Background: an optimization exercise with open tools, aiming at low power. Do not read the settings as production practice.
Only simulation tests tie the RTL to the original design; equivalence was not proved.

==> flow/design.v <==
module pipeline_md5(
    input clk,
    input [63:0] num,
    output reg [127:0] answer,
    output reg [63:0] currnum
    );
function [31:0] add_bk(input [31:0] a, input [31:0] b);
  reg [31:0] G, P, p0; integer i, s;
  begin
    p0 = a ^ b; G = a & b; P = p0;
    for (s = 1; s < 32; s = s * 2)
      for (i = 2 * s - 1; i < 32; i = i + 2 * s) begin
        G[i] = G[i] | (P[i] & G[i - s]); P[i] = P[i] & P[i - s];
      end
    for (s = 8; s >= 1; s = s / 2)
      for (i = 3 * s - 1; i < 32; i = i + 2 * s) begin
        G[i] = G[i] | (P[i] & G[i - s]); P[i] = P[i] & P[i - s];
      end
    add_bk = p0 ^ {G[30:0], 1'b0};
  end
endfunction
function [31:0] add_rc(input [31:0] a, input [31:0] b);
  reg c; integer i; reg [31:0] y;
  begin
    c = 1'b0;
    for (i = 0; i < 32; i = i + 1) begin
      y[i] = a[i] ^ b[i] ^ c;
      c = (a[i] & b[i]) | (a[i] & c) | (b[i] & c);
    end
    add_rc = y;
  end
endfunction
function [31:0] add3_bk(input [31:0] a, input [31:0] b, input [31:0] k);
  begin
    add3_bk = add_bk(a ^ b ^ k, {(a[30:0] & b[30:0]) | (a[30:0] & k[30:0]) | (b[30:0] & k[30:0]), 1'b0});
  end
endfunction
function [31:0] add3_ks(input [31:0] a, input [31:0] b, input [31:0] k);
  begin
    add3_ks = a + b + k;
  end
endfunction
function [31:0] add_sk(input [31:0] a, input [31:0] b);
  reg [31:0] G, P, p0; integer i, l, j;
  begin
    p0 = a ^ b; G = a & b; P = p0;
    for (l = 0; l < 5; l = l + 1)
      for (i = 0; i < 32; i = i + 1)
        if ((i >> l) & 1) begin
          j = ((i >> l) << l) - 1;
          G[i] = G[i] | (P[i] & G[j]); P[i] = P[i] & P[j];
        end
    add_sk = p0 ^ {G[30:0], 1'b0};
  end
endfunction
function [31:0] add_hc(input [31:0] a, input [31:0] b);
  reg [31:0] G, P, p0; integer i, s;
  begin
    p0 = a ^ b; G = a & b; P = p0;
    for (s = 1; s < 32; s = s * 2)
      for (i = 31; i >= 1; i = i - 1)
        if ((i & 1) && i - s >= 0) begin
          G[i] = G[i] | (P[i] & G[i - s]); P[i] = P[i] & P[i - s];
        end
    for (i = 2; i < 32; i = i + 2) begin
      G[i] = G[i] | (P[i] & G[i - 1]); P[i] = P[i] & P[i - 1];
    end
    add_hc = p0 ^ {G[30:0], 1'b0};
  end
endfunction
function [31:0] add_pr(input [31:0] a, input [31:0] b);
  reg [31:0] p, g; reg [32:0] c; integer i;
  begin
    p = a ^ b; g = a & b; c[0] = 1'b0;
    for (i = 0; i < 32; i = i + 1) c[i + 1] = g[i] | (p[i] & c[i]);
    add_pr = p ^ c[31:0];
  end
endfunction
function [31:0] add_bkpg(input [31:0] p0, input [31:0] g0);
  reg [31:0] G, P; integer i, s;
  begin
    G = g0; P = p0;
    for (s = 1; s < 32; s = s * 2)
      for (i = 2 * s - 1; i < 32; i = i + 2 * s) begin
        G[i] = G[i] | (P[i] & G[i - s]); P[i] = P[i] & P[i - s];
      end
    for (s = 8; s >= 1; s = s / 2)
      for (i = 3 * s - 1; i < 32; i = i + 2 * s) begin
        G[i] = G[i] | (P[i] & G[i - s]); P[i] = P[i] & P[i - s];
      end
    add_bkpg = p0 ^ {G[30:0], 1'b0};
  end
endfunction
reg [31:0] b0_n;   
wire [31:0] b0 = ~b0_n;
reg [31:0] u0;
reg [63:0] n0;
reg [31:0] b1_n;   
wire [31:0] b1 = ~b1_n;
reg [31:0] c1;
reg [31:0] u1;
reg [63:0] n1;
reg [31:0] b2_n;   
wire [31:0] b2 = ~b2_n;
reg [31:0] c2;
reg [31:0] d2;
reg [31:0] u2;
reg [63:0] n2;
reg [31:0] b3_n;   
wire [31:0] b3 = ~b3_n;
reg [31:0] c3;
reg [31:0] d3;
reg [31:0] u3;
reg [63:0] n3;
reg [31:0] b4_n;   
wire [31:0] b4 = ~b4_n;
reg [31:0] c4;
reg [31:0] d4;
reg [31:0] u4;
reg [63:0] n4;
reg [31:0] b5_n;   
wire [31:0] b5 = ~b5_n;
reg [31:0] c5;
reg [31:0] d5;
reg [31:0] u5;
reg [63:0] n5;
reg [31:0] b6_n;   
wire [31:0] b6 = ~b6_n;
reg [31:0] c6;
reg [31:0] d6;
reg [31:0] u6;
reg [63:0] n6;
reg [31:0] b7_n;   
wire [31:0] b7 = ~b7_n;
reg [31:0] c7;
reg [31:0] d7;
reg [31:0] u7;
reg [63:0] n7;
reg [31:0] b8_n;   
wire [31:0] b8 = ~b8_n;
reg [31:0] c8;
reg [31:0] d8;
reg [31:0] u8;
reg [63:0] n8;
reg [31:0] b9_n;   
wire [31:0] b9 = ~b9_n;
reg [31:0] c9;
reg [31:0] d9;
reg [31:0] u9;
reg [63:0] n9;
reg [31:0] b10_n;   
wire [31:0] b10 = ~b10_n;
reg [31:0] c10;
reg [31:0] d10;
reg [31:0] u10;
reg [63:0] n10;
reg [31:0] b11_n;   
wire [31:0] b11 = ~b11_n;
reg [31:0] c11;
reg [31:0] d11;
reg [31:0] u11;
reg [63:0] n11;
reg [31:0] b12_n;   
wire [31:0] b12 = ~b12_n;
reg [31:0] c12;
reg [31:0] d12;
reg [31:0] u12;
reg [63:0] n12;
reg [31:0] b13_n;   
wire [31:0] b13 = ~b13_n;
reg [31:0] c13;
reg [31:0] d13;
reg [31:0] u13;
reg [63:0] n13;
reg [31:0] b14_n;   
wire [31:0] b14 = ~b14_n;
reg [31:0] c14;
reg [31:0] d14;
reg [31:0] u14;
reg [63:0] n14;
reg [31:0] b15_n;   
wire [31:0] b15 = ~b15_n;
reg [31:0] c15;
reg [31:0] d15;
reg [31:0] u15;
reg [63:0] n15;
reg [31:0] b16_n;   
wire [31:0] b16 = ~b16_n;
reg [31:0] c16;
reg [31:0] d16;
reg [31:0] u16;
reg [63:0] n16;
reg [31:0] b17_n;   
wire [31:0] b17 = ~b17_n;
reg [31:0] c17;
reg [31:0] d17;
reg [31:0] u17;
reg [63:0] n17;
reg [31:0] b18_n;   
wire [31:0] b18 = ~b18_n;
reg [31:0] c18;
reg [31:0] d18;
reg [31:0] u18;
reg [63:0] n18;
reg [31:0] b19_n;   
wire [31:0] b19 = ~b19_n;
reg [31:0] c19;
reg [31:0] d19;
reg [31:0] u19;
reg [63:0] n19;
reg [31:0] b20_n;   
wire [31:0] b20 = ~b20_n;
reg [31:0] c20;
reg [31:0] d20;
reg [31:0] u20;
reg [63:0] n20;
reg [31:0] b21_n;   
wire [31:0] b21 = ~b21_n;
reg [31:0] c21;
reg [31:0] d21;
reg [31:0] u21;
reg [63:0] n21;
reg [31:0] b22_n;   
wire [31:0] b22 = ~b22_n;
reg [31:0] c22;
reg [31:0] d22;
reg [31:0] u22;
reg [63:0] n22;
reg [31:0] b23_n;   
wire [31:0] b23 = ~b23_n;
reg [31:0] c23;
reg [31:0] d23;
reg [31:0] u23;
reg [63:0] n23;
reg [31:0] b24_n;   
wire [31:0] b24 = ~b24_n;
reg [31:0] c24;
reg [31:0] d24;
reg [31:0] u24;
reg [63:0] n24;
reg [31:0] b25_n;   
wire [31:0] b25 = ~b25_n;
reg [31:0] c25;
reg [31:0] d25;
reg [31:0] u25;
reg [63:0] n25;
reg [31:0] b26_n;   
wire [31:0] b26 = ~b26_n;
reg [31:0] c26;
reg [31:0] d26;
reg [31:0] u26;
reg [63:0] n26;
reg [31:0] b27_n;   
wire [31:0] b27 = ~b27_n;
reg [31:0] c27;
reg [31:0] d27;
reg [31:0] u27;
reg [63:0] n27;
reg [31:0] b28_n;   
wire [31:0] b28 = ~b28_n;
reg [31:0] c28;
reg [31:0] d28;
reg [31:0] u28;
reg [63:0] n28;
reg [31:0] b29_n;   
wire [31:0] b29 = ~b29_n;
reg [31:0] c29;
reg [31:0] d29;
reg [31:0] u29;
reg [63:0] n29;
reg [31:0] b30_n;   
wire [31:0] b30 = ~b30_n;
reg [31:0] c30;
reg [31:0] d30;
reg [31:0] u30;
reg [63:0] n30;
reg [31:0] b31_n;   
wire [31:0] b31 = ~b31_n;
reg [31:0] c31;
reg [31:0] x31_n;   
wire [31:0] x31 = ~x31_n;
reg [31:0] u31;
reg [63:0] n31;
reg [31:0] b32_n;   
wire [31:0] b32 = ~b32_n;
reg [31:0] c32;
reg [31:0] x32_n;   
wire [31:0] x32 = ~x32_n;
reg [31:0] u32;
reg [63:0] n32;
reg [31:0] b33_n;   
wire [31:0] b33 = ~b33_n;
reg [31:0] c33;
reg [31:0] x33_n;   
wire [31:0] x33 = ~x33_n;
reg [31:0] u33;
reg [63:0] n33;
reg [31:0] b34_n;   
wire [31:0] b34 = ~b34_n;
reg [31:0] c34;
reg [31:0] x34_n;   
wire [31:0] x34 = ~x34_n;
reg [31:0] u34;
reg [63:0] n34;
reg [31:0] b35_n;   
wire [31:0] b35 = ~b35_n;
reg [31:0] c35;
reg [31:0] x35_n;   
wire [31:0] x35 = ~x35_n;
reg [31:0] u35;
reg [63:0] n35;
reg [31:0] b36_n;   
wire [31:0] b36 = ~b36_n;
reg [31:0] c36;
reg [31:0] x36_n;   
wire [31:0] x36 = ~x36_n;
reg [31:0] u36;
reg [63:0] n36;
reg [31:0] b37_n;   
wire [31:0] b37 = ~b37_n;
reg [31:0] c37;
reg [31:0] x37_n;   
wire [31:0] x37 = ~x37_n;
reg [31:0] u37;
reg [63:0] n37;
reg [31:0] b38_n;   
wire [31:0] b38 = ~b38_n;
reg [31:0] c38;
reg [31:0] x38_n;   
wire [31:0] x38 = ~x38_n;
reg [31:0] u38;
reg [63:0] n38;
reg [31:0] b39_n;   
wire [31:0] b39 = ~b39_n;
reg [31:0] c39;
reg [31:0] x39_n;   
wire [31:0] x39 = ~x39_n;
reg [31:0] u39;
reg [63:0] n39;
reg [31:0] b40_n;   
wire [31:0] b40 = ~b40_n;
reg [31:0] c40;
reg [31:0] x40_n;   
wire [31:0] x40 = ~x40_n;
reg [31:0] u40;
reg [63:0] n40;
reg [31:0] b41_n;   
wire [31:0] b41 = ~b41_n;
reg [31:0] c41;
reg [31:0] x41_n;   
wire [31:0] x41 = ~x41_n;
reg [31:0] u41;
reg [63:0] n41;
reg [31:0] b42_n;   
wire [31:0] b42 = ~b42_n;
reg [31:0] c42;
reg [31:0] x42_n;   
wire [31:0] x42 = ~x42_n;
reg [31:0] u42;
reg [63:0] n42;
reg [31:0] b43_n;   
wire [31:0] b43 = ~b43_n;
reg [31:0] c43;
reg [31:0] x43_n;   
wire [31:0] x43 = ~x43_n;
reg [31:0] u43;
reg [63:0] n43;
reg [31:0] b44_n;   
wire [31:0] b44 = ~b44_n;
reg [31:0] c44;
reg [31:0] x44_n;   
wire [31:0] x44 = ~x44_n;
reg [31:0] u44;
reg [63:0] n44;
reg [31:0] b45_n;   
wire [31:0] b45 = ~b45_n;
reg [31:0] c45;
reg [31:0] x45_n;   
wire [31:0] x45 = ~x45_n;
reg [31:0] u45;
reg [63:0] n45;
reg [31:0] b46_n;   
wire [31:0] b46 = ~b46_n;
reg [31:0] c46;
reg [31:0] x46_n;   
wire [31:0] x46 = ~x46_n;
reg [31:0] u46;
reg [63:0] n46;
reg [31:0] b47_n;   
wire [31:0] b47 = ~b47_n;
reg [31:0] c47;
reg [31:0] z47_n;   
wire [31:0] z47 = ~z47_n;
reg [31:0] u47;
reg [63:0] n47;
reg [31:0] b48_n;   
wire [31:0] b48 = ~b48_n;
reg [31:0] c48;
reg [31:0] z48_n;   
wire [31:0] z48 = ~z48_n;
reg [31:0] u48;
reg [63:0] n48;
reg [31:0] b49_n;   
wire [31:0] b49 = ~b49_n;
reg [31:0] c49;
reg [31:0] z49_n;   
wire [31:0] z49 = ~z49_n;
reg [31:0] u49;
reg [63:0] n49;
reg [31:0] b50_n;   
wire [31:0] b50 = ~b50_n;
reg [31:0] c50;
reg [31:0] z50_n;   
wire [31:0] z50 = ~z50_n;
reg [31:0] u50;
reg [63:0] n50;
reg [31:0] b51_n;   
wire [31:0] b51 = ~b51_n;
reg [31:0] c51;
reg [31:0] z51_n;   
wire [31:0] z51 = ~z51_n;
reg [31:0] u51;
reg [63:0] n51;
reg [31:0] b52_n;   
wire [31:0] b52 = ~b52_n;
reg [31:0] c52;
reg [31:0] z52_n;   
wire [31:0] z52 = ~z52_n;
reg [31:0] u52;
reg [63:0] n52;
reg [31:0] b53_n;   
wire [31:0] b53 = ~b53_n;
reg [31:0] c53;
reg [31:0] z53_n;   
wire [31:0] z53 = ~z53_n;
reg [31:0] u53;
reg [63:0] n53;
reg [31:0] b54_n;   
wire [31:0] b54 = ~b54_n;
reg [31:0] c54;
reg [31:0] z54_n;   
wire [31:0] z54 = ~z54_n;
reg [31:0] u54;
reg [63:0] n54;
reg [31:0] b55_n;   
wire [31:0] b55 = ~b55_n;
reg [31:0] c55;
reg [31:0] z55_n;   
wire [31:0] z55 = ~z55_n;
reg [31:0] u55;
reg [63:0] n55;
reg [31:0] b56_n;   
wire [31:0] b56 = ~b56_n;
reg [31:0] c56;
reg [31:0] z56_n;   
wire [31:0] z56 = ~z56_n;
reg [31:0] u56;
reg [63:0] n56;
reg [31:0] b57_n;   
wire [31:0] b57 = ~b57_n;
reg [31:0] c57;
reg [31:0] z57_n;   
wire [31:0] z57 = ~z57_n;
reg [31:0] u57;
reg [63:0] n57;
reg [31:0] b58_n;   
wire [31:0] b58 = ~b58_n;
reg [31:0] c58;
reg [31:0] z58_n;   
wire [31:0] z58 = ~z58_n;
reg [31:0] u58;
reg [63:0] n58;
reg [31:0] b59_n;   
wire [31:0] b59 = ~b59_n;
reg [31:0] c59;
reg [31:0] z59_n;   
wire [31:0] z59 = ~z59_n;
reg [31:0] u59;
reg [63:0] n59;
reg [31:0] b60_n;   
wire [31:0] b60 = ~b60_n;
reg [31:0] c60;
reg [31:0] z60_n;   
wire [31:0] z60 = ~z60_n;
reg [31:0] u60;
reg [63:0] n60;
reg [31:0] b61_n;   
wire [31:0] b61 = ~b61_n;
reg [31:0] c61;
reg [31:0] z61_n;   
wire [31:0] z61 = ~z61_n;
reg [31:0] u61;
reg [63:0] n61;
reg [31:0] b62_n;   
wire [31:0] b62 = ~b62_n;
reg [31:0] c62;
reg [31:0] z62_n;   
wire [31:0] z62 = ~z62_n;
reg [31:0] u62;
reg [63:0] n62;
wire [31:0] t0 = add_bk({num[39:32], num[47:40], num[55:48], num[63:56]}, 32'hd76aa477);
wire [31:0] y0 = add_bk(32'hefcdab89, {t0[24:0], t0[31:25]});
always @(posedge clk) begin
  b0_n <= ~(y0);
  u0 <= add3_bk(32'h10325476, {num[7:0], num[15:8], num[23:16], num[31:24]}, 32'he8c7b756);
  n0 <= num;
end
wire [31:0] f1 = ((b0 & 32'hefcdab89) | (~b0 & 32'h98badcfe));
wire [31:0] t1 = add_bk(u0, f1);
wire [31:0] y1 = add_bk(b0, {t1[19:0], t1[31:20]});
wire [31:0] un1 = add_rc(32'h98badcfe, 32'h2420715b);
always @(posedge clk) begin
  b1_n <= ~(y1);
  c1 <= b0;
  u1 <= un1;
  n1 <= n0;
end
wire [31:0] f2 = ((b1 & c1) | (~b1 & 32'hefcdab89));
wire [31:0] t2 = add_bk(u1, f2);
wire [31:0] y2 = add_bk(b1, {t2[14:0], t2[31:15]});
wire [31:0] un2 = add_rc(32'hefcdab89, 32'hc1bdceee);
always @(posedge clk) begin
  b2_n <= ~(y2);
  c2 <= b1;
  d2 <= c1;
  u2 <= un2;
  n2 <= n1;
end
wire [31:0] f3 = ((b2 & c2) | (~b2 & d2));
wire [31:0] t3 = add_bk(u2, f3);
wire [31:0] y3 = add_bk(b2, {t3[9:0], t3[31:10]});
wire [31:0] un3 = add_rc(d2, 32'hf57c0faf);
always @(posedge clk) begin
  b3_n <= ~(y3);
  c3 <= b2;
  d3 <= c2;
  u3 <= un3;
  n3 <= n2;
end
wire [31:0] f4 = ((b3 & c3) | (~b3 & d3));
wire [31:0] t4 = add_bk(u3, f4);
wire [31:0] y4 = add_bk(b3, {t4[24:0], t4[31:25]});
wire [31:0] un4 = add_rc(d3, 32'h4787c62a);
always @(posedge clk) begin
  b4_n <= ~(y4);
  c4 <= b3;
  d4 <= c3;
  u4 <= un4;
  n4 <= n3;
end
wire [31:0] f5 = ((b4 & c4) | (~b4 & d4));
wire [31:0] t5 = add_bk(u4, f5);
wire [31:0] y5 = add_bk(b4, {t5[19:0], t5[31:20]});
wire [31:0] un5 = add_rc(d4, 32'ha8304613);
always @(posedge clk) begin
  b5_n <= ~(y5);
  c5 <= b4;
  d5 <= c4;
  u5 <= un5;
  n5 <= n4;
end
wire [31:0] f6 = ((b5 & c5) | (~b5 & d5));
wire [31:0] t6 = add_bk(u5, f6);
wire [31:0] y6 = add_bk(b5, {t6[14:0], t6[31:15]});
wire [31:0] un6 = add_rc(d5, 32'hfd469501);
always @(posedge clk) begin
  b6_n <= ~(y6);
  c6 <= b5;
  d6 <= c5;
  u6 <= un6;
  n6 <= n5;
end
wire [31:0] f7 = ((b6 & c6) | (~b6 & d6));
wire [31:0] t7 = add_bk(u6, f7);
wire [31:0] y7 = add_bk(b6, {t7[9:0], t7[31:10]});
wire [31:0] un7 = add_rc(d6, 32'h698098d8);
always @(posedge clk) begin
  b7_n <= ~(y7);
  c7 <= b6;
  d7 <= c6;
  u7 <= un7;
  n7 <= n6;
end
wire [31:0] f8 = ((b7 & c7) | (~b7 & d7));
wire [31:0] t8 = add_bk(u7, f8);
wire [31:0] y8 = add_bk(b7, {t8[24:0], t8[31:25]});
wire [31:0] un8 = add_rc(d7, 32'h8b44f7af);
always @(posedge clk) begin
  b8_n <= ~(y8);
  c8 <= b7;
  d8 <= c7;
  u8 <= un8;
  n8 <= n7;
end
wire [31:0] f9 = ((b8 & c8) | (~b8 & d8));
wire [31:0] t9 = add_bk(u8, f9);
wire [31:0] y9 = add_bk(b8, {t9[19:0], t9[31:20]});
wire [31:0] un9 = add_rc(d8, 32'hffff5bb1);
always @(posedge clk) begin
  b9_n <= ~(y9);
  c9 <= b8;
  d9 <= c8;
  u9 <= un9;
  n9 <= n8;
end
wire [31:0] f10 = ((b9 & c9) | (~b9 & d9));
wire [31:0] t10 = add_bk(u9, f10);
wire [31:0] y10 = add_bk(b9, {t10[14:0], t10[31:15]});
wire [31:0] un10 = add_rc(d9, 32'h895cd7be);
always @(posedge clk) begin
  b10_n <= ~(y10);
  c10 <= b9;
  d10 <= c9;
  u10 <= un10;
  n10 <= n9;
end
wire [31:0] f11 = ((b10 & c10) | (~b10 & d10));
wire [31:0] t11 = add_bk(u10, f11);
wire [31:0] y11 = add_bk(b10, {t11[9:0], t11[31:10]});
wire [31:0] un11 = add_rc(d10, 32'h6b901122);
always @(posedge clk) begin
  b11_n <= ~(y11);
  c11 <= b10;
  d11 <= c10;
  u11 <= un11;
  n11 <= n10;
end
wire [31:0] f12 = ((b11 & c11) | (~b11 & d11));
wire [31:0] t12 = add_bk(u11, f12);
wire [31:0] y12 = add_bk(b11, {t12[24:0], t12[31:25]});
wire [31:0] un12 = add_rc(d11, 32'hfd987193);
always @(posedge clk) begin
  b12_n <= ~(y12);
  c12 <= b11;
  d12 <= c11;
  u12 <= un12;
  n12 <= n11;
end
wire [31:0] f13 = ((b12 & c12) | (~b12 & d12));
wire [31:0] t13 = add_bk(u12, f13);
wire [31:0] y13 = add_bk(b12, {t13[19:0], t13[31:20]});
wire [31:0] un13 = add_rc(d12, 32'ha67943ce);
always @(posedge clk) begin
  b13_n <= ~(y13);
  c13 <= b12;
  d13 <= c12;
  u13 <= un13;
  n13 <= n12;
end
wire [31:0] f14 = ((b13 & c13) | (~b13 & d13));
wire [31:0] t14 = add_bk(u13, f14);
wire [31:0] y14 = add_bk(b13, {t14[14:0], t14[31:15]});
wire [31:0] un14 = add_rc(d13, 32'h49b40821);
always @(posedge clk) begin
  b14_n <= ~(y14);
  c14 <= b13;
  d14 <= c13;
  u14 <= un14;
  n14 <= n13;
end
wire [31:0] f15 = ((b14 & c14) | (~b14 & d14));
wire [31:0] t15 = add_bk(u14, f15);
wire [31:0] y15 = add_bk(b14, {t15[9:0], t15[31:10]});
wire [31:0] un15 = add3_bk(d14, {n14[7:0], n14[15:8], n14[23:16], n14[31:24]}, 32'hf61e2562);
always @(posedge clk) begin
  b15_n <= ~(y15);
  c15 <= b14;
  d15 <= c14;
  u15 <= un15;
  n15 <= n14;
end
wire [31:0] f16 = ((d15 & b15) | (~d15 & c15));
wire [31:0] t16 = add_bk(u15, f16);
wire [31:0] y16 = add_bk(b15, {t16[26:0], t16[31:27]});
wire [31:0] un16 = add_rc(d15, 32'hc040b340);
always @(posedge clk) begin
  b16_n <= ~(y16);
  c16 <= b15;
  d16 <= c15;
  u16 <= un16;
  n16 <= n15;
end
wire [31:0] f17 = ((d16 & b16) | (~d16 & c16));
wire [31:0] t17 = add_bk(u16, f17);
wire [31:0] y17 = add_bk(b16, {t17[22:0], t17[31:23]});
wire [31:0] un17 = add_rc(d16, 32'h265e5a51);
always @(posedge clk) begin
  b17_n <= ~(y17);
  c17 <= b16;
  d17 <= c16;
  u17 <= un17;
  n17 <= n16;
end
wire [31:0] f18 = ((d17 & b17) | (~d17 & c17));
wire [31:0] t18 = add_bk(u17, f18);
wire [31:0] y18 = add_bk(b17, {t18[17:0], t18[31:18]});
wire [31:0] un18 = add3_bk(d17, {n17[39:32], n17[47:40], n17[55:48], n17[63:56]}, 32'he9b6c7aa);
always @(posedge clk) begin
  b18_n <= ~(y18);
  c18 <= b17;
  d18 <= c17;
  u18 <= un18;
  n18 <= n17;
end
wire [31:0] f19 = ((d18 & b18) | (~d18 & c18));
wire [31:0] t19 = add_bk(u18, f19);
wire [31:0] y19 = add_bk(b18, {t19[11:0], t19[31:12]});
wire [31:0] un19 = add_rc(d18, 32'hd62f105d);
always @(posedge clk) begin
  b19_n <= ~(y19);
  c19 <= b18;
  d19 <= c18;
  u19 <= un19;
  n19 <= n18;
end
wire [31:0] f20 = ((d19 & b19) | (~d19 & c19));
wire [31:0] t20 = add_bk(u19, f20);
wire [31:0] y20 = add_bk(b19, {t20[26:0], t20[31:27]});
wire [31:0] un20 = add_rc(d19, 32'h02441453);
always @(posedge clk) begin
  b20_n <= ~(y20);
  c20 <= b19;
  d20 <= c19;
  u20 <= un20;
  n20 <= n19;
end
wire [31:0] f21 = ((d20 & b20) | (~d20 & c20));
wire [31:0] t21 = add_bk(u20, f21);
wire [31:0] y21 = add_bk(b20, {t21[22:0], t21[31:23]});
wire [31:0] un21 = add_rc(d20, 32'hd8a1e681);
always @(posedge clk) begin
  b21_n <= ~(y21);
  c21 <= b20;
  d21 <= c20;
  u21 <= un21;
  n21 <= n20;
end
wire [31:0] f22 = ((d21 & b21) | (~d21 & c21));
wire [31:0] t22 = add_bk(u21, f22);
wire [31:0] y22 = add_bk(b21, {t22[17:0], t22[31:18]});
wire [31:0] un22 = add_rc(d21, 32'he7d3fbc8);
always @(posedge clk) begin
  b22_n <= ~(y22);
  c22 <= b21;
  d22 <= c21;
  u22 <= un22;
  n22 <= n21;
end
wire [31:0] f23 = ((d22 & b22) | (~d22 & c22));
wire [31:0] t23 = add_bk(u22, f23);
wire [31:0] y23 = add_bk(b22, {t23[11:0], t23[31:12]});
wire [31:0] un23 = add_rc(d22, 32'h21e1cde6);
always @(posedge clk) begin
  b23_n <= ~(y23);
  c23 <= b22;
  d23 <= c22;
  u23 <= un23;
  n23 <= n22;
end
wire [31:0] f24 = ((d23 & b23) | (~d23 & c23));
wire [31:0] t24 = add_bk(u23, f24);
wire [31:0] y24 = add_bk(b23, {t24[26:0], t24[31:27]});
wire [31:0] un24 = add_rc(d23, 32'hc3370816);
always @(posedge clk) begin
  b24_n <= ~(y24);
  c24 <= b23;
  d24 <= c23;
  u24 <= un24;
  n24 <= n23;
end
wire [31:0] f25 = ((d24 & b24) | (~d24 & c24));
wire [31:0] t25 = add_bk(u24, f25);
wire [31:0] y25 = add_bk(b24, {t25[22:0], t25[31:23]});
wire [31:0] un25 = add_rc(d24, 32'hf4d50d87);
always @(posedge clk) begin
  b25_n <= ~(y25);
  c25 <= b24;
  d25 <= c24;
  u25 <= un25;
  n25 <= n24;
end
wire [31:0] f26 = ((d25 & b25) | (~d25 & c25));
wire [31:0] t26 = add_bk(u25, f26);
wire [31:0] y26 = add_bk(b25, {t26[17:0], t26[31:18]});
wire [31:0] un26 = add_rc(d25, 32'h455a14ed);
always @(posedge clk) begin
  b26_n <= ~(y26);
  c26 <= b25;
  d26 <= c25;
  u26 <= un26;
  n26 <= n25;
end
wire [31:0] f27 = ((d26 & b26) | (~d26 & c26));
wire [31:0] t27 = add_bk(u26, f27);
wire [31:0] y27 = add_bk(b26, {t27[11:0], t27[31:12]});
wire [31:0] un27 = add_rc(d26, 32'ha9e3e905);
always @(posedge clk) begin
  b27_n <= ~(y27);
  c27 <= b26;
  d27 <= c26;
  u27 <= un27;
  n27 <= n26;
end
wire [31:0] f28 = ((d27 & b27) | (~d27 & c27));
wire [31:0] t28 = add_bk(u27, f28);
wire [31:0] y28 = add_bk(b27, {t28[26:0], t28[31:27]});
wire [31:0] un28 = add_rc(d27, 32'hfcefa478);
always @(posedge clk) begin
  b28_n <= ~(y28);
  c28 <= b27;
  d28 <= c27;
  u28 <= un28;
  n28 <= n27;
end
wire [31:0] f29 = ((d28 & b28) | (~d28 & c28));
wire [31:0] t29 = add_bk(u28, f29);
wire [31:0] y29 = add_bk(b28, {t29[22:0], t29[31:23]});
wire [31:0] un29 = add_rc(d28, 32'h676f02d9);
always @(posedge clk) begin
  b29_n <= ~(y29);
  c29 <= b28;
  d29 <= c28;
  u29 <= un29;
  n29 <= n28;
end
wire [31:0] f30 = ((d29 & b29) | (~d29 & c29));
wire [31:0] t30 = add_bk(u29, f30);
wire [31:0] y30 = add_bk(b29, {t30[17:0], t30[31:18]});
wire [31:0] un30 = add_rc(d29, 32'h8d2a4c8a);
always @(posedge clk) begin
  b30_n <= ~(y30);
  c30 <= b29;
  d30 <= c29;
  u30 <= un30;
  n30 <= n29;
end
wire [31:0] f31 = ((d30 & b30) | (~d30 & c30));
wire [31:0] t31 = add_bk(u30, f31);
wire [31:0] y31 = add_bk(b30, {t31[11:0], t31[31:12]});
wire [31:0] un31 = add_rc(d30, 32'hfffa3942);
always @(posedge clk) begin
  b31_n <= ~(y31);
  c31 <= b30;
  x31_n <= ~(b30 ^ c30);
  u31 <= un31;
  n31 <= n30;
end
wire [31:0] dd32 = x31 ^ c31;
wire [31:0] f32 = (b31 ^ x31);
wire [31:0] t32 = add_bk(u31, f32);
wire [31:0] y32 = add_bk(b31, {t32[27:0], t32[31:28]});
wire [31:0] un32 = add_rc(dd32, 32'h8771f681);
always @(posedge clk) begin
  b32_n <= ~(y32);
  c32 <= b31;
  x32_n <= ~(b31 ^ c31);
  u32 <= un32;
  n32 <= n31;
end
wire [31:0] dd33 = x32 ^ c32;
wire [31:0] f33 = (b32 ^ x32);
wire [31:0] t33 = add_bk(u32, f33);
wire [31:0] y33 = add_bk(b32, {t33[20:0], t33[31:21]});
wire [31:0] un33 = add_rc(dd33, 32'h6d9d6122);
always @(posedge clk) begin
  b33_n <= ~(y33);
  c33 <= b32;
  x33_n <= ~(b32 ^ c32);
  u33 <= un33;
  n33 <= n32;
end
wire [31:0] dd34 = x33 ^ c33;
wire [31:0] f34 = (b33 ^ x33);
wire [31:0] t34 = add_bk(u33, f34);
wire [31:0] y34 = add_bk(b33, {t34[15:0], t34[31:16]});
wire [31:0] un34 = add_rc(dd34, 32'hfde5384c);
always @(posedge clk) begin
  b34_n <= ~(y34);
  c34 <= b33;
  x34_n <= ~(b33 ^ c33);
  u34 <= un34;
  n34 <= n33;
end
wire [31:0] dd35 = x34 ^ c34;
wire [31:0] f35 = (b34 ^ x34);
wire [31:0] t35 = add_bk(u34, f35);
wire [31:0] y35 = add_bk(b34, {t35[8:0], t35[31:9]});
wire [31:0] un35 = add3_bk(dd35, {n34[7:0], n34[15:8], n34[23:16], n34[31:24]}, 32'ha4beea44);
always @(posedge clk) begin
  b35_n <= ~(y35);
  c35 <= b34;
  x35_n <= ~(b34 ^ c34);
  u35 <= un35;
  n35 <= n34;
end
wire [31:0] dd36 = x35 ^ c35;
wire [31:0] f36 = (b35 ^ x35);
wire [31:0] t36 = add_bk(u35, f36);
wire [31:0] y36 = add_bk(b35, {t36[27:0], t36[31:28]});
wire [31:0] un36 = add_rc(dd36, 32'h4bdecfa9);
always @(posedge clk) begin
  b36_n <= ~(y36);
  c36 <= b35;
  x36_n <= ~(b35 ^ c35);
  u36 <= un36;
  n36 <= n35;
end
wire [31:0] dd37 = x36 ^ c36;
wire [31:0] f37 = (b36 ^ x36);
wire [31:0] t37 = add_bk(u36, f37);
wire [31:0] y37 = add_bk(b36, {t37[20:0], t37[31:21]});
wire [31:0] un37 = add_rc(dd37, 32'hf6bb4b60);
always @(posedge clk) begin
  b37_n <= ~(y37);
  c37 <= b36;
  x37_n <= ~(b36 ^ c36);
  u37 <= un37;
  n37 <= n36;
end
wire [31:0] dd38 = x37 ^ c37;
wire [31:0] f38 = (b37 ^ x37);
wire [31:0] t38 = add_bk(u37, f38);
wire [31:0] y38 = add_bk(b37, {t38[15:0], t38[31:16]});
wire [31:0] un38 = add_rc(dd38, 32'hbebfbc70);
always @(posedge clk) begin
  b38_n <= ~(y38);
  c38 <= b37;
  x38_n <= ~(b37 ^ c37);
  u38 <= un38;
  n38 <= n37;
end
wire [31:0] dd39 = x38 ^ c38;
wire [31:0] f39 = (b38 ^ x38);
wire [31:0] t39 = add_bk(u38, f39);
wire [31:0] y39 = add_bk(b38, {t39[8:0], t39[31:9]});
wire [31:0] un39 = add_rc(dd39, 32'h289b7ec6);
always @(posedge clk) begin
  b39_n <= ~(y39);
  c39 <= b38;
  x39_n <= ~(b38 ^ c38);
  u39 <= un39;
  n39 <= n38;
end
wire [31:0] dd40 = x39 ^ c39;
wire [31:0] f40 = (b39 ^ x39);
wire [31:0] t40 = add_bk(u39, f40);
wire [31:0] y40 = add_bk(b39, {t40[27:0], t40[31:28]});
wire [31:0] un40 = add3_bk(dd40, {n39[39:32], n39[47:40], n39[55:48], n39[63:56]}, 32'heaa127fa);
always @(posedge clk) begin
  b40_n <= ~(y40);
  c40 <= b39;
  x40_n <= ~(b39 ^ c39);
  u40 <= un40;
  n40 <= n39;
end
wire [31:0] dd41 = x40 ^ c40;
wire [31:0] f41 = (b40 ^ x40);
wire [31:0] t41 = add_bk(u40, f41);
wire [31:0] y41 = add_bk(b40, {t41[20:0], t41[31:21]});
wire [31:0] un41 = add_rc(dd41, 32'hd4ef3085);
always @(posedge clk) begin
  b41_n <= ~(y41);
  c41 <= b40;
  x41_n <= ~(b40 ^ c40);
  u41 <= un41;
  n41 <= n40;
end
wire [31:0] dd42 = x41 ^ c41;
wire [31:0] f42 = (b41 ^ x41);
wire [31:0] t42 = add_bk(u41, f42);
wire [31:0] y42 = add_bk(b41, {t42[15:0], t42[31:16]});
wire [31:0] un42 = add_rc(dd42, 32'h04881d05);
always @(posedge clk) begin
  b42_n <= ~(y42);
  c42 <= b41;
  x42_n <= ~(b41 ^ c41);
  u42 <= un42;
  n42 <= n41;
end
wire [31:0] dd43 = x42 ^ c42;
wire [31:0] f43 = (b42 ^ x42);
wire [31:0] t43 = add_bk(u42, f43);
wire [31:0] y43 = add_bk(b42, {t43[8:0], t43[31:9]});
wire [31:0] un43 = add_rc(dd43, 32'hd9d4d039);
always @(posedge clk) begin
  b43_n <= ~(y43);
  c43 <= b42;
  x43_n <= ~(b42 ^ c42);
  u43 <= un43;
  n43 <= n42;
end
wire [31:0] dd44 = x43 ^ c43;
wire [31:0] f44 = (b43 ^ x43);
wire [31:0] t44 = add_bk(u43, f44);
wire [31:0] y44 = add_bk(b43, {t44[27:0], t44[31:28]});
wire [31:0] un44 = add_rc(dd44, 32'he6db99e5);
always @(posedge clk) begin
  b44_n <= ~(y44);
  c44 <= b43;
  x44_n <= ~(b43 ^ c43);
  u44 <= un44;
  n44 <= n43;
end
wire [31:0] dd45 = x44 ^ c44;
wire [31:0] f45 = (b44 ^ x44);
wire [31:0] t45 = add_bk(u44, f45);
wire [31:0] y45 = add_bk(b44, {t45[20:0], t45[31:21]});
wire [31:0] un45 = add_rc(dd45, 32'h1fa27cf8);
always @(posedge clk) begin
  b45_n <= ~(y45);
  c45 <= b44;
  x45_n <= ~(b44 ^ c44);
  u45 <= un45;
  n45 <= n44;
end
wire [31:0] dd46 = x45 ^ c45;
wire [31:0] f46 = (b45 ^ x45);
wire [31:0] t46 = add_bk(u45, f46);
wire [31:0] y46 = add_bk(b45, {t46[15:0], t46[31:16]});
wire [31:0] un46 = add_rc(dd46, 32'hc4ac56e5);
always @(posedge clk) begin
  b46_n <= ~(y46);
  c46 <= b45;
  x46_n <= ~(b45 ^ c45);
  u46 <= un46;
  n46 <= n45;
end
wire [31:0] dd47 = x46 ^ c46;
wire [31:0] f47 = (b46 ^ x46);
wire [31:0] t47 = add_bk(u46, f47);
wire [31:0] y47 = add_bk(b46, {t47[8:0], t47[31:9]});
wire [31:0] un47 = add3_bk(dd47, {n46[39:32], n46[47:40], n46[55:48], n46[63:56]}, 32'hf4292244);
always @(posedge clk) begin
  b47_n <= ~(y47);
  c47 <= b46;
  z47_n <= ~(~(b46 ^ c46));
  u47 <= un47;
  n47 <= n46;
end
wire [31:0] dd48 = ~(z47 ^ c47);
wire [31:0] f48 = ((b47 & ~c47) | (~b47 & z47));
wire [31:0] t48 = add_bk(u47, f48);
wire [31:0] y48 = add_bk(b47, {t48[25:0], t48[31:26]});
wire [31:0] un48 = add_rc(dd48, 32'h432aff97);
always @(posedge clk) begin
  b48_n <= ~(y48);
  c48 <= b47;
  z48_n <= ~(~(b47 ^ c47));
  u48 <= un48;
  n48 <= n47;
end
wire [31:0] dd49 = ~(z48 ^ c48);
wire [31:0] f49 = ((b48 & ~c48) | (~b48 & z48));
wire [31:0] t49 = add_bk(u48, f49);
wire [31:0] y49 = add_bk(b48, {t49[21:0], t49[31:22]});
wire [31:0] un49 = add_rc(dd49, 32'hab9423e7);
always @(posedge clk) begin
  b49_n <= ~(y49);
  c49 <= b48;
  z49_n <= ~(~(b48 ^ c48));
  u49 <= un49;
  n49 <= n48;
end
wire [31:0] dd50 = ~(z49 ^ c49);
wire [31:0] f50 = ((b49 & ~c49) | (~b49 & z49));
wire [31:0] t50 = add_bk(u49, f50);
wire [31:0] y50 = add_bk(b49, {t50[16:0], t50[31:17]});
wire [31:0] un50 = add_rc(dd50, 32'hfc93a039);
always @(posedge clk) begin
  b50_n <= ~(y50);
  c50 <= b49;
  z50_n <= ~(~(b49 ^ c49));
  u50 <= un50;
  n50 <= n49;
end
wire [31:0] dd51 = ~(z50 ^ c50);
wire [31:0] f51 = ((b50 & ~c50) | (~b50 & z50));
wire [31:0] t51 = add_bk(u50, f51);
wire [31:0] y51 = add_bk(b50, {t51[10:0], t51[31:11]});
wire [31:0] un51 = add_rc(dd51, 32'h655b59c3);
always @(posedge clk) begin
  b51_n <= ~(y51);
  c51 <= b50;
  z51_n <= ~(~(b50 ^ c50));
  u51 <= un51;
  n51 <= n50;
end
wire [31:0] dd52 = ~(z51 ^ c51);
wire [31:0] f52 = ((b51 & ~c51) | (~b51 & z51));
wire [31:0] t52 = add_bk(u51, f52);
wire [31:0] y52 = add_bk(b51, {t52[25:0], t52[31:26]});
wire [31:0] un52 = add_rc(dd52, 32'h8f0ccc92);
always @(posedge clk) begin
  b52_n <= ~(y52);
  c52 <= b51;
  z52_n <= ~(~(b51 ^ c51));
  u52 <= un52;
  n52 <= n51;
end
wire [31:0] dd53 = ~(z52 ^ c52);
wire [31:0] f53 = ((b52 & ~c52) | (~b52 & z52));
wire [31:0] t53 = add_bk(u52, f53);
wire [31:0] y53 = add_bk(b52, {t53[21:0], t53[31:22]});
wire [31:0] un53 = add_rc(dd53, 32'hffeff47d);
always @(posedge clk) begin
  b53_n <= ~(y53);
  c53 <= b52;
  z53_n <= ~(~(b52 ^ c52));
  u53 <= un53;
  n53 <= n52;
end
wire [31:0] dd54 = ~(z53 ^ c53);
wire [31:0] f54 = ((b53 & ~c53) | (~b53 & z53));
wire [31:0] t54 = add_bk(u53, f54);
wire [31:0] y54 = add_bk(b53, {t54[16:0], t54[31:17]});
wire [31:0] un54 = add3_bk(dd54, {n53[7:0], n53[15:8], n53[23:16], n53[31:24]}, 32'h85845dd1);
always @(posedge clk) begin
  b54_n <= ~(y54);
  c54 <= b53;
  z54_n <= ~(~(b53 ^ c53));
  u54 <= un54;
  n54 <= n53;
end
wire [31:0] dd55 = ~(z54 ^ c54);
wire [31:0] f55 = ((b54 & ~c54) | (~b54 & z54));
wire [31:0] t55 = add_bk(u54, f55);
wire [31:0] y55 = add_bk(b54, {t55[10:0], t55[31:11]});
wire [31:0] un55 = add_rc(dd55, 32'h6fa87e4f);
always @(posedge clk) begin
  b55_n <= ~(y55);
  c55 <= b54;
  z55_n <= ~(~(b54 ^ c54));
  u55 <= un55;
  n55 <= n54;
end
wire [31:0] dd56 = ~(z55 ^ c55);
wire [31:0] f56 = ((b55 & ~c55) | (~b55 & z55));
wire [31:0] t56 = add_bk(u55, f56);
wire [31:0] y56 = add_bk(b55, {t56[25:0], t56[31:26]});
wire [31:0] un56 = add_rc(dd56, 32'hfe2ce6e0);
always @(posedge clk) begin
  b56_n <= ~(y56);
  c56 <= b55;
  z56_n <= ~(~(b55 ^ c55));
  u56 <= un56;
  n56 <= n55;
end
wire [31:0] dd57 = ~(z56 ^ c56);
wire [31:0] f57 = ((b56 & ~c56) | (~b56 & z56));
wire [31:0] t57 = add_bk(u56, f57);
wire [31:0] y57 = add_bk(b56, {t57[21:0], t57[31:22]});
wire [31:0] un57 = add_rc(dd57, 32'ha3014314);
always @(posedge clk) begin
  b57_n <= ~(y57);
  c57 <= b56;
  z57_n <= ~(~(b56 ^ c56));
  u57 <= un57;
  n57 <= n56;
end
wire [31:0] dd58 = ~(z57 ^ c57);
wire [31:0] f58 = ((b57 & ~c57) | (~b57 & z57));
wire [31:0] t58 = add_bk(u57, f58);
wire [31:0] y58 = add_bk(b57, {t58[16:0], t58[31:17]});
wire [31:0] un58 = add_rc(dd58, 32'h4e0811a1);
always @(posedge clk) begin
  b58_n <= ~(y58);
  c58 <= b57;
  z58_n <= ~(~(b57 ^ c57));
  u58 <= un58;
  n58 <= n57;
end
wire [31:0] dd59 = ~(z58 ^ c58);
wire [31:0] f59 = ((b58 & ~c58) | (~b58 & z58));
wire [31:0] t59 = add_bk(u58, f59);
wire [31:0] y59 = add_bk(b58, {t59[10:0], t59[31:11]});
wire [31:0] un59 = add_rc(dd59, 32'hf7537e82);
always @(posedge clk) begin
  b59_n <= ~(y59);
  c59 <= b58;
  z59_n <= ~(~(b58 ^ c58));
  u59 <= un59;
  n59 <= n58;
end
wire [31:0] dd60 = ~(z59 ^ c59);
wire [31:0] f60 = ((b59 & ~c59) | (~b59 & z59));
wire [31:0] t60 = add_bk(u59, f60);
wire [31:0] y60 = add_bk(b59, {t60[25:0], t60[31:26]});
wire [31:0] un60 = add_rc(dd60, 32'hbd3af235);
always @(posedge clk) begin
  b60_n <= ~(y60);
  c60 <= b59;
  z60_n <= ~(~(b59 ^ c59));
  u60 <= un60;
  n60 <= n59;
end
wire [31:0] dd61 = ~(z60 ^ c60);
wire [31:0] f61 = ((b60 & ~c60) | (~b60 & z60));
wire [31:0] t61 = add_bk(u60, f61);
wire [31:0] y61 = add_bk(b60, {t61[21:0], t61[31:22]});
wire [31:0] un61 = add_rc(dd61, 32'h2ad7d33b);
always @(posedge clk) begin
  b61_n <= ~(y61);
  c61 <= b60;
  z61_n <= ~(~(b60 ^ c60));
  u61 <= un61;
  n61 <= n60;
end
wire [31:0] dd62 = ~(z61 ^ c61);
wire [31:0] f62 = ((b61 & ~c61) | (~b61 & z61));
wire [31:0] t62 = add_bk(u61, f62);
wire [31:0] y62 = add_bk(b61, {t62[16:0], t62[31:17]});
wire [31:0] un62 = add_rc(dd62, 32'heb86d391);
always @(posedge clk) begin
  b62_n <= ~(y62);
  c62 <= b61;
  z62_n <= ~(~(b61 ^ c61));
  u62 <= un62;
  n62 <= n61;
end
wire [31:0] dd63 = ~(z62 ^ c62);
wire [31:0] f63 = ((b62 & ~c62) | (~b62 & z62));
wire [31:0] t63 = add_bk(u62, f63);
wire [31:0] y63 = add3_bk(b62, {t63[10:0], t63[31:11]}, 32'hefcdab89);
wire [31:0] fa = add_rc(dd63, 32'h67452301);
wire [31:0] fc = add_rc(b62, 32'h98badcfe);
wire [31:0] fd = add_rc(c62, 32'h10325476);
always @(posedge clk) begin
  answer <= {fa[7:0], fa[15:8], fa[23:16], fa[31:24],
             y63[7:0], y63[15:8], y63[23:16], y63[31:24],
             fc[7:0], fc[15:8], fc[23:16], fc[31:24],
             fd[7:0], fd[15:8], fd[23:16], fd[31:24]};
  currnum <= n62;
end
endmodule
==> flow/flow/run.sh <==
#!/bin/bash
# The standard layout, with clock tree synthesis told not to add dummy loads
# (the loads only balance the tree, and each one draws clock power) and to
# cluster more flip-flops on each leaf buffer; then gates off the critical
# paths are downsized after global routing (RECOVER_POWER).
set -euo pipefail
export CTS_ARGS="-sink_clustering_enable -repair_clock_nets -dont_use_dummy_load -sink_clustering_size 16 -sink_clustering_max_diameter 50 -buf_list {sky130_fd_sc_hd__clkbuf_8}"
export RECOVER_POWER=100
bash standard.sh > standard.log 2>&1
==> flow/standard.sh <==
#!/bin/bash
# synth_recipe.tcl (not shown) runs the flow's synth.tcl, then flattens the netlist and writes it again
# the make line also repeats each setting of config.mk as NAME=value (left out here)
make -C /OpenROAD-flow-scripts/flow DESIGN_CONFIG=/design/flow/config.mk WORK_HOME=/design/flow/orfs CLKGATE_MAP_FILE= SYNTH_SCRIPT=/design/flow/synth_recipe.tcl "${@:-finish}"
==> flow/config.mk <==
export PLATFORM = sky130hd
export DESIGN_NAME = pipeline_md5
export DESIGN_NICKNAME = pipeline_md5
export VERILOG_FILES = /design/flow/design.v
export SDC_FILE = /design/flow/constraint.sdc
export NUM_CORES = 8
export LEC_CHECK = 0
export CAP_MARGIN = 20
export CORE_MARGIN = 2
export CORE_UTILIZATION = 40
export SLEW_MARGIN = 20
==> flow/constraint.sdc <==
create_clock -name core_clock -period 9.0 [get_ports {clk}]
set_input_delay 1.8000 -clock core_clock [delete_from_list [all_inputs] [get_ports {clk}]]
set_output_delay 1.8000 -clock core_clock [all_outputs]
set_load 0.01 [all_outputs]
==> results of run 1 <==
-- routing by layer --
metal  vias up  track usage [%]  wire, um
met5         -                0       178
met4        26             7.82     54800
met3      2332             2.42     45900
met2      5409             39.9    684000
met1    136000             26.3    564000
li1     135000                -         -
-- kinds of logic (layout without fill, tap and decap cells) --
kind of cell | after synthesis | count (layout)
AO/OA/AOI/OAI | 4899 | 4899
adder cells (fa/ha/maj) | 7810 | 7810
multiplexers | 1151 | 1151
buffers and inverters | 6952 | 8618
other | 0 | 42
AND/OR/NAND/NOR | 3318 | 3318
XOR/XNOR | 4778 | 4778
flip-flops | 12100 | 12100
-- cells in the final DEF (no fill, tap or decap), drive strengths merged, types with 132 or more instances in the layout --
cell	count
o21a	403
xnor2	2042
a21oi	1544
clkbuf	1408
mux2i	676
nand2	884
inv	6952
nor2	958
nand2b	132
xor2	2736
fa	2081
nand4	152
o21bai	135
nor3	313
nor2b	167
o21ai	651
ha	5729
dlygate4sd3	242
a41oi	137
nand3	297
dfxtp	12100
mux2	475
a21o	1181
-- stage by stage --
| stage | utilization, % | hold WS (ns) |
|---|---|---|
| 2_1_floorplan | - | 0.310 |
| 3_3_place_gp | 41.9 | 0.310 |
| 3_5_place_dp | 41.9 | 0.312 |
| 4_1_cts | 43.5 | 0.220 |
| 5_1_grt | 43.5 | 0.231 |
| 6_report | 43.5 | 0.238 |
-- cell type report --
| class | instances | area (sq um) |
|---|---|---|
| diodes | 42 | 105 |
| clock buffers | 1387 | 19100 |
| fillers | 113000 | 683000 |
| inverters | 6952 | 26100 |
| multi-input cells | 22000 | 215000 |
| flip-flops and latches | 12100 | 243000 |
| well taps | 16000 | 20100 |
| repair buffers | 279 | 2660 |
-- worst min-delay path by stage --
stage                     slack, ns    endpoint  startpoint  depth (start not counted)
after floorplan                0.31  currnum[0]      n62[0]                          0
after global placement         0.31     n34[41]     n33[41]                          0
after detailed placement       0.31     n61[58]     n60[58]                          0
after CTS                      0.22     n28[61]     n27[61]                          0
after global routing           0.23     n28[61]     n27[61]                          0
final                          0.24     n31[25]     n30[25]                          0
==> flow_metrics.env, run 1 <==
export IMPL_yosys_warnings=1
export IMPL_synth_common_cells="dfxtp_1 (12.1k), inv_1 (6946), ha_1 (5729), xor2_1 (2736), fa_1 (2081)"
export IMPL_status="complete, but fails checks"
export IMPL_synth_compound_gate_area_share_pct=6.69
export IMPL_htree_levels=7
export IMPL_yosys_most_used_dff="dfxtp_1"
export IMPL_drc_errors=0
export IMPL_tightest_slew_ns=1.65
export IMPL_fin_area_sq_mm=0.526
export IMPL_worstPathRequired_ns=10.36
export IMPL_largest_reg_flops=128
export IMPL_period_share_pct=90.4
export IMPL_tns_ns=0
export IMPL_setup_viol=0
export IMPL_cp_slowest_cell="xor2_1"
export IMPL_clk_latency_ns=1.50
export IMPL_dp_cells=57400
export IMPL_layout_min_cycle_time_ns=8.14
export IMPL_fin_ws_ns=0.863
export IMPL_path_buf_inv=1
export IMPL_finalClockSkew_ns=0.147
export IMPL_coreArea_sq_mm=1.21
export IMPL_num_vias=279000
export IMPL_wl_mm=1350
export IMPL_grt_first_pass_wirelength_mm=1960
export IMPL_synth_area_sq_mm=0.484
export IMPL_synth_fa_ha_area_share_pct=23.4
export IMPL_place_area_sq_mm=0.507
export IMPL_grt_pass1_vias=299000
export IMPL_layout_cells_non_filler=58800
export IMPL_clk_pin_slew_worst_paths_ns=0.09
export IMPL_synth_top_area_cell="dfxtp_1"
export IMPL_antenna_found_initial=107
export IMPL_netlist_instances=41000
export IMPL_regMostFlops="answer"
export IMPL_hp_class="flop to flop"
export IMPL_rsz0062_at_grt="no"
export IMPL_synth_simple_gate_area_share_pct=3.22
export IMPL_gp_congestion=0.934
export IMPL_synth_xor_area_share_pct=8.64
export IMPL_final_nets=50600
export IMPL_first_pass_iters=8
export IMPL_worstSetupStartpointType="flop"
export IMPL_die_h_mm=1.10
export IMPL_hold_violations=0
export IMPL_drt_vias_per_instance=4.75
export IMPL_yosysSeqAreaShare_pct=50.1
export IMPL_cts_root_buf="clkbuf_8"
export IMPL_grt_overflow_total=0
export IMPL_yosysMostFrequentCell="dfxtp_1"
export IMPL_synth_area_leaders="dfxtp_1 (50%), ha_1 (15%), fa_1 (8.6%), inv_1 (5.4%), xor2_1 (4.9%)"
export IMPL_tritoncts="done"
export IMPL_dp_slack_ns=1.52
export IMPL_failed_checks="max-capacitance violations, max-slew violations"
export IMPL_cp_arrival_ns=9.50
export IMPL_max_stage_delay_ns=0.85
export IMPL_synth_top_family_by_area="adder cells"
export IMPL_maxSlewHeadroom_pct=-11.7
export IMPL_syn_area_per_cell_sq_um=11.8
export IMPL_crit_fanout=4
export IMPL_antenna_left=0
export IMPL_synth_edf_count=0
export IMPL_synth_top_cell_area_share_pct=50.1
export IMPL_worstPathCellList="mux2i_1 > inv_1 > ha_1 > and4_1 > nand3_1 > o21ai_0 > o31ai_1 > o211a_1 > a211o_1 > o21a_1 > fa_1 > xor2_1 > xor2_1 > ha_1 > o21ai_0 > a32oi_1 > a31o_1 > o31a_1 > a41o_1 > o41ai_1 > o21a_1 > fa_1 > xor2_1 > xnor2_1"
export IMPL_layout_drive_gt1_share_pct=4.61
export IMPL_muxShareOfSynthArea_pct=2.50
export IMPL_r2r_start="b3_n[14]"
export IMPL_cp_common_cell="xor2_1"
export IMPL_rrSetupSlack_ns=0.86
export IMPL_critical_path_top_delay_family="compound AO/OA/AOI/OAI gates"
export IMPL_startpoint="b3_n[14]"
export IMPL_cp_endpoint="b4_n[31]"
export IMPL_area_delta_synth_final_pct=8.63
export IMPL_io_pins=257
export IMPL_r2r_cells=24
export IMPL_yosys_register_bits=12100
export IMPL_synth_nets=48900
export IMPL_fmax_mhz=123
export IMPL_cp_num_cells=24
export IMPL_grt_usage_pct=21.8
export IMPL_wl_per_cell_um=23.0
export IMPL_maxCapViolCount=1
export IMPL_slew_violations=5
export IMPL_reg2reg_to="b4_n[31]"
export IMPL_ys_async_sr_fraction_pct=0
export IMPL_die_w_mm=1.10
export IMPL_hold_buffers=0
export IMPL_cts_sinks=12100
export IMPL_dpl_hpwl_mm=1160
export IMPL_post_cts_buffers=0
export IMPL_cts_buffers_inserted=1387
export IMPL_cts_resized_gates=0
export IMPL_initial_core_util_pct=40.1
export IMPL_grt_max_degree=17
export IMPL_cts_buffer_depth=6
export IMPL_path_class="flop to flop"
export IMPL_numPortBuffers=256
export IMPL_ys_types=83
export IMPL_dr_first_iter_drc_count=13500
export IMPL_dieArea_sq_mm=1.22
export IMPL_cp_end_kind="flop"
export IMPL_rows=404
==> run 2: changes to the inputs <==
==> flow/flow/run.sh (replaced) <==
#!/bin/bash
# The standard layout, with clock tree synthesis told not to add dummy loads
# (the loads only balance the tree, and each one draws clock power) and to
# cluster more flip-flops on each leaf buffer.
set -euo pipefail
export CTS_ARGS="-sink_clustering_enable -repair_clock_nets -dont_use_dummy_load -sink_clustering_size 16 -sink_clustering_max_diameter 50 -buf_list {sky130_fd_sc_hd__clkbuf_8}"
bash standard.sh > standard.log 2>&1
--- a/flow/config.mk
+++ b/flow/config.mk
@@ -10,2 +10,5 @@
 export CORE_UTILIZATION = 40
+export GPL_ROUTABILITY_DRIVEN = 0
+export GPL_TIMING_DRIVEN = 0
+export PLACE_DENSITY = 0.9
 export SLEW_MARGIN = 20
==> run 2 against run 1 <==
  * Now clean on timing, DRC and antenna
  * First-iteration DRC count up 51%
  * Die area unchanged
  * Non-clock buffer count down 23
  * Synthesized cell count unchanged
  * Critical endpoint is now b30_n[31]
  * Largest cell class unchanged
==> flow_metrics.env, run 2 <==
export IMPL_cts_sinks=12100
export IMPL_place_area_sq_mm=0.507
export IMPL_worstPathRequired_ns=10.22
export IMPL_tightest_slew_ns=1.10
export IMPL_drt_vias_per_instance=4.95
export IMPL_crit_fanout=4
export IMPL_antenna_found_initial=89
export IMPL_cts_root_buf="clkbuf_8"
export IMPL_synth_top_area_cell="dfxtp_1"
export IMPL_grt_overflow_total=0
export IMPL_clk_pin_slew_worst_paths_ns=0.10
export IMPL_rrSetupSlack_ns=1.03
export IMPL_tritoncts="done"
export IMPL_gr_usage_met1_pct=19.8
export IMPL_cp_arrival_ns=9.19
export IMPL_ys_async_sr_fraction_pct=0
export IMPL_cts_buffers_inserted=884
export IMPL_netlist_instances=41000
export IMPL_layout_min_cycle_time_ns=7.97
export IMPL_htree_levels=6
export IMPL_layout_drive_gt1_share_pct=3.57
export IMPL_yosysSeqAreaShare_pct=50.1
export IMPL_coreArea_sq_mm=1.21
export IMPL_first_pass_iters=12
export IMPL_grt_first_pass_wirelength_mm=1740
export IMPL_yosys_most_used_dff="dfxtp_1"
export IMPL_met2_usage_pct=31.8
export IMPL_dpl_hpwl_mm=965
export IMPL_numPortBuffers=256
export IMPL_yosys_register_bits=12100
export IMPL_hold_buffers=0
export IMPL_grt_max_degree=21
export IMPL_max_stage_delay_ns=0.71
export IMPL_synth_compound_gate_area_share_pct=6.69
export IMPL_synth_fa_ha_area_share_pct=23.4
export IMPL_hp_class="flop to flop"
export IMPL_wl_per_cell_um=19.9
export IMPL_grt_pass1_vias=306000
export IMPL_worstSetupStartpointType="flop"
export IMPL_cts_resized_gates=0
export IMPL_largest_reg_flops=128
export IMPL_synth_top_cell_area_share_pct=50.1
export IMPL_synth_xor_area_share_pct=8.64
export IMPL_setup_viol=0
export IMPL_synth_top_family_by_area="adder cells"
export IMPL_fin_area_sq_mm=0.519
export IMPL_synth_area_leaders="dfxtp_1 (50%), ha_1 (15%), fa_1 (8.6%), inv_1 (5.4%), xor2_1 (4.9%)"
export IMPL_period_share_pct=88.6
export IMPL_synth_edf_count=0
export IMPL_dr_first_iter_drc_count=20400
export IMPL_num_vias=288000
export IMPL_maxSlewHeadroom_pct=25.9
export IMPL_ys_types=83
export IMPL_clk_latency_ns=1.37
export IMPL_synth_area_sq_mm=0.484
export IMPL_cp_slowest_cell="xnor2_1"
export IMPL_finalClockSkew_ns=0.180
export IMPL_die_w_mm=1.10
export IMPL_rsz0062_at_grt="no"
export IMPL_area_delta_synth_final_pct=7.21
export IMPL_slew_violations=0
export IMPL_maxCapViolCount=0
export IMPL_cts_buffer_depth=5
export IMPL_wl_mm=1160
export IMPL_final_nets=50100
export IMPL_yosysMostFrequentCell="dfxtp_1"
export IMPL_post_cts_buffers=0
export IMPL_antenna_left=0
export IMPL_final_common_cell="dfxtp_1"
export IMPL_drc_errors=0
export IMPL_busiest_layer="met2"
export IMPL_fmax_mhz=125
export IMPL_io_pins=257
export IMPL_die_h_mm=1.10
export IMPL_grt_usage_pct=18.5
export IMPL_layout_common_cells="dfxtp_1 (12.1k), inv_1 (6946), ha_1 (5729)"
export IMPL_hold_violations=0
export IMPL_n_fill_cell=105000
export IMPL_synth_nets=48900
export IMPL_status="no timing/DRC/antenna violations"
export IMPL_regMostFlops="answer"
export IMPL_path_class="flop to flop"
export IMPL_initial_core_util_pct=40.1
export IMPL_rows=404
export IMPL_yosys_warnings=1
export IMPL_syn_area_per_cell_sq_um=11.8
export IMPL_grt_use_met3_pct=3.83
export IMPL_dieArea_sq_mm=1.22
export IMPL_fin_hold_ws_ns=0.223
export IMPL_synth_simple_gate_area_share_pct=3.22
export IMPL_tns_ns=0
export IMPL_muxShareOfSynthArea_pct=2.50
export IMPL_synth_common_cells="dfxtp_1 (12.1k), inv_1 (6946), ha_1 (5729), xor2_1 (2736), fa_1 (2081)"
export IMPL_cp_end_kind="flop"
export IMPL_cp_common_cell="fa_1"
-- run 2: through the flow --
stage / std cells / util (%) / setup WS, ns
finish: 58300 / 42.9 / 1.03
global route: 58200 / 42.9 / 0.554
CTS: 58200 / 42.9 / 1.10
detailed placement: 57300 / 41.9 / 1.19
global placement: 57300 / 41.9 / 1.28
floorplan: 41000 / - / 2.66
-- run 2: final timing paths --
check | start | to | cells past startpoint
max | c29[0] | b30_n[31] | 27
min | n19[12] | n20[12] | 0
min reg2reg | n19[12] | n20[12] | 0
max reg2reg | c29[0] | b30_n[31] | 27
-- run 2: cells by family (layout without fill, tap and decap cells) --
kind of cell | count (synthesis) | count (layout)
other | 0 | 43
xor gates and xnor gates | 4778 | 4778
muxes | 1151 | 1151
DFF | 12100 | 12100
and+or+nand+nor | 3318 | 3318
AOI/OAI and AO/OA | 4899 | 4899
adders and majority gates | 7810 | 7810
buffers and inverters | 6952 | 8092
-- run 2: layout make-up --
type	count	area [sq um]	area share [%]
multi-input combinational	22000	215000	41.5
inverter	6952	26100	5.03
sequential	12100	243000	46.8
timing repair buffer	256	2560	0.494
clock buffer	884	12200	2.34
tap	16000	20100	3.87
antenna	43	108	0.0207
-- run 2: routing by layer --
| layer | wire length (um) | vias to the layer above |
|---|---|---|
| met2 | 546000 | 11400 |
| met1 | 418000 | 138000 |
| li1 | - | 134000 |
| met5 | 350 | - |
| met4 | 112000 | 46 |
| met3 | 84700 | 4830 |
-- run 2: critical path: cells and delay by family (launching register included) --
| family | cells | cell delay [ns] |
|---|---|---|
| flops | 1 | 0.32 |
| xor+xnor | 4 | 1.20 |
| fa+ha+maj | 5 | 1.68 |
| simple gates | 4 | 1.10 |
| compound gates | 14 | 3.58 |
==> run 3: changes to the inputs <==
--- a/flow/config.mk
+++ b/flow/config.mk
@@ -12,3 +12,2 @@
 export GPL_TIMING_DRIVEN = 0
-export PLACE_DENSITY = 0.9
 export SLEW_MARGIN = 20
==> run 3 against run 2 <==
  * Clock skew shrank 0.0038 ns
  * Still clean
  * Highest routed layer unchanged
  * Critical endpoint is now b25_n[31]
  * Critical path depth is 1 higher
  * Die area unchanged
==> flow_metrics.env, run 3 <==
export IMPL_status="no timing/DRC/antenna violations"
export IMPL_maxSlewHeadroom_pct=18.1
export IMPL_ys_types=83
export IMPL_critical_path_top_delay_family="compound AO/OA/AOI/OAI gates"
export IMPL_netlist_instances=41000
export IMPL_worstHoldStart="n7[59]"
export IMPL_fmax_mhz=124
export IMPL_first_pass_iters=6
export IMPL_die_w_mm=1.10
export IMPL_cts_sinks=12100
export IMPL_yosysSeqAreaShare_pct=50.1
export IMPL_clk_pin_slew_worst_paths_ns=0.09
export IMPL_drt_vias_per_instance=4.77
export IMPL_synth_area_sq_mm=0.484
export IMPL_synth_area_leaders="dfxtp_1 (50%), ha_1 (15%), fa_1 (8.6%), inv_1 (5.4%), xor2_1 (4.9%)"
export IMPL_layout_min_cycle_time_ns=8.07
export IMPL_n_fill_cell=112000
export IMPL_cts_root_buf="clkbuf_8"
export IMPL_grt_usage_pct=20.2
export IMPL_numPortBuffers=256
export IMPL_worstPathRequired_ns=10.36
export IMPL_cts_buffer_depth=6
export IMPL_path_class="flop to flop"
export IMPL_yosysMostFrequentCell="dfxtp_1"
export IMPL_dr_first_iter_drc_count=14300
export IMPL_post_cts_buffers=0
export IMPL_syn_area_per_cell_sq_um=11.8
export IMPL_tightest_slew_ns=1.22
export IMPL_final_common_cell="dfxtp_1"
export IMPL_layout_cells_non_filler=58700
export IMPL_worstSetupStartpointType="flop"
export IMPL_dieArea_sq_mm=1.22
export IMPL_grt_max_degree=18
export IMPL_dp_cells=57300
export IMPL_regMostFlops="answer"
export IMPL_antenna_found_initial=101
export IMPL_cts_buffers_inserted=1326
export IMPL_rsz0062_at_grt="no"
export IMPL_cts_resized_gates=0
export IMPL_final_nets=50500
export IMPL_hold_violations=0
export IMPL_largest_reg_flops=128
export IMPL_yosys_warnings=1
export IMPL_period_share_pct=89.6
export IMPL_tritoncts="done"
export IMPL_r2r_cells=28
export IMPL_synth_top_cell_area_share_pct=50.1
export IMPL_slew_violations=0
export IMPL_cp_common_cell="fa_1"
export IMPL_num_vias=280000
export IMPL_io_pins=257
export IMPL_hold_buffers=0
export IMPL_grt_pass1_vias=301000
export IMPL_r2r_start="d24[0]"
export IMPL_fin_hold_ws_ns=0.234
export IMPL_wl_per_cell_um=21.3
export IMPL_yosys_most_used_dff="dfxtp_1"
export IMPL_synth_nets=48900
export IMPL_hold_depth=0
export IMPL_ys_async_sr_fraction_pct=0
export IMPL_synth_common_cells="dfxtp_1 (12.1k), inv_1 (6946), ha_1 (5729), xor2_1 (2736), fa_1 (2081)"
export IMPL_yosys_register_bits=12100
export IMPL_crit_fanout=3
-- run 3: cell counts after synthesis --
Identical to the previous run, type by type.
-- run 3: per-layer routing --
layer  share of wire [%]  track usage [%]  up-vias
met5               0.025                0        -
met4                 5.8             10.2       48
met3                 4.5             2.95     2898
met2                  50             36.2     6400
met1                  40             23.4   136000
li1                    -                -   135000
-- run 3: how the worst max path moves through the flow --
stage,startpoint,to,slack (ns),cells after the start
after floorplan,d25[0],b26_n[31],2.66,28
after global placement,b4_n[2],b5_n[31],0.95,26
after detailed placement,d24[0],b25_n[31],1.03,28
after CTS,d24[0],b25_n[31],0.94,28
after global routing,d24[0],b25_n[31],0.40,28
final,d24[0],b25_n[31],0.93,28
-- run 3: through the flow --
step | instance area, sq um | setup slack (ns) | utilization [%]
floorplan | 484000 | 2.66 | -
global placement | 507000 | 0.953 | 41.9
detailed placement | 507000 | 1.03 | 41.9
CTS | 525000 | 0.936 | 43.4
global route | 525000 | 0.402 | 43.4
finish | 525000 | 0.934 | 43.5
-- run 3: kinds of logic (layout without fill, tap and decap cells) --
kind of cell    after synthesis  in the layout  share of synthesized area (%)
xor+xnor                   4778           4778                           8.64
flops                     12100          12100                           50.1
simple gates               3318           3318                           3.22
mux                        1151           1151                           2.50
buf+inv                    6952           8534                           5.39
other cells                   0             67                              0
fa+ha+maj                  7810           7810                           23.4
compound gates             4899           4899                           6.69
-- run 3: cell type report --
| type | instances | area [sq um] | area share [%] |
|---|---|---|---|
| multi-input combinational | 22000 | 215000 | 41.0 |
| inverter | 6952 | 26100 | 4.97 |
| tap | 16000 | 20100 | 3.82 |
| antenna | 67 | 168 | 0.0319 |
| sequential | 12100 | 243000 | 46.2 |
| timing repair buffer | 256 | 2560 | 0.488 |
| clock buffer | 1326 | 18300 | 3.47 |

## what the ideal ports hide
No port has a modelled driver above. Below, the same layouts with a new extraction and two added sets of constraints. Step 1 sets driving cells, clkbuf_16 on the clock port and buf_2 on the other inputs (assumed; they add their load-dependent delay and slew). Step 2 also shifts input and output timing later by t, the mid clock arrival at the registers, as if the neighbouring blocks saw the same clock. a / b / c = ideal / step 1 / step 2; a / b = the first two.
run	t (ns)	setup WS [ns]	worst hold slack (ns)	latest minus earliest clock arrival (ns)	worst register clock-pin slew, ns
run 1	1.587	0.863 / 0.863 / 0.863	0.238 / 0.238 / 0.238	0.157 / 0.157	0.11 / 0.11
run 2	1.452	1.026 / 1.026 / 1.026	0.223 / 0.223 / 0.223	0.204 / 0.204	0.12 / 0.12
run 3	1.544	0.934 / 0.934 / 0.934	0.234 / 0.234 / 0.234	0.210 / 0.210	0.10 / 0.10
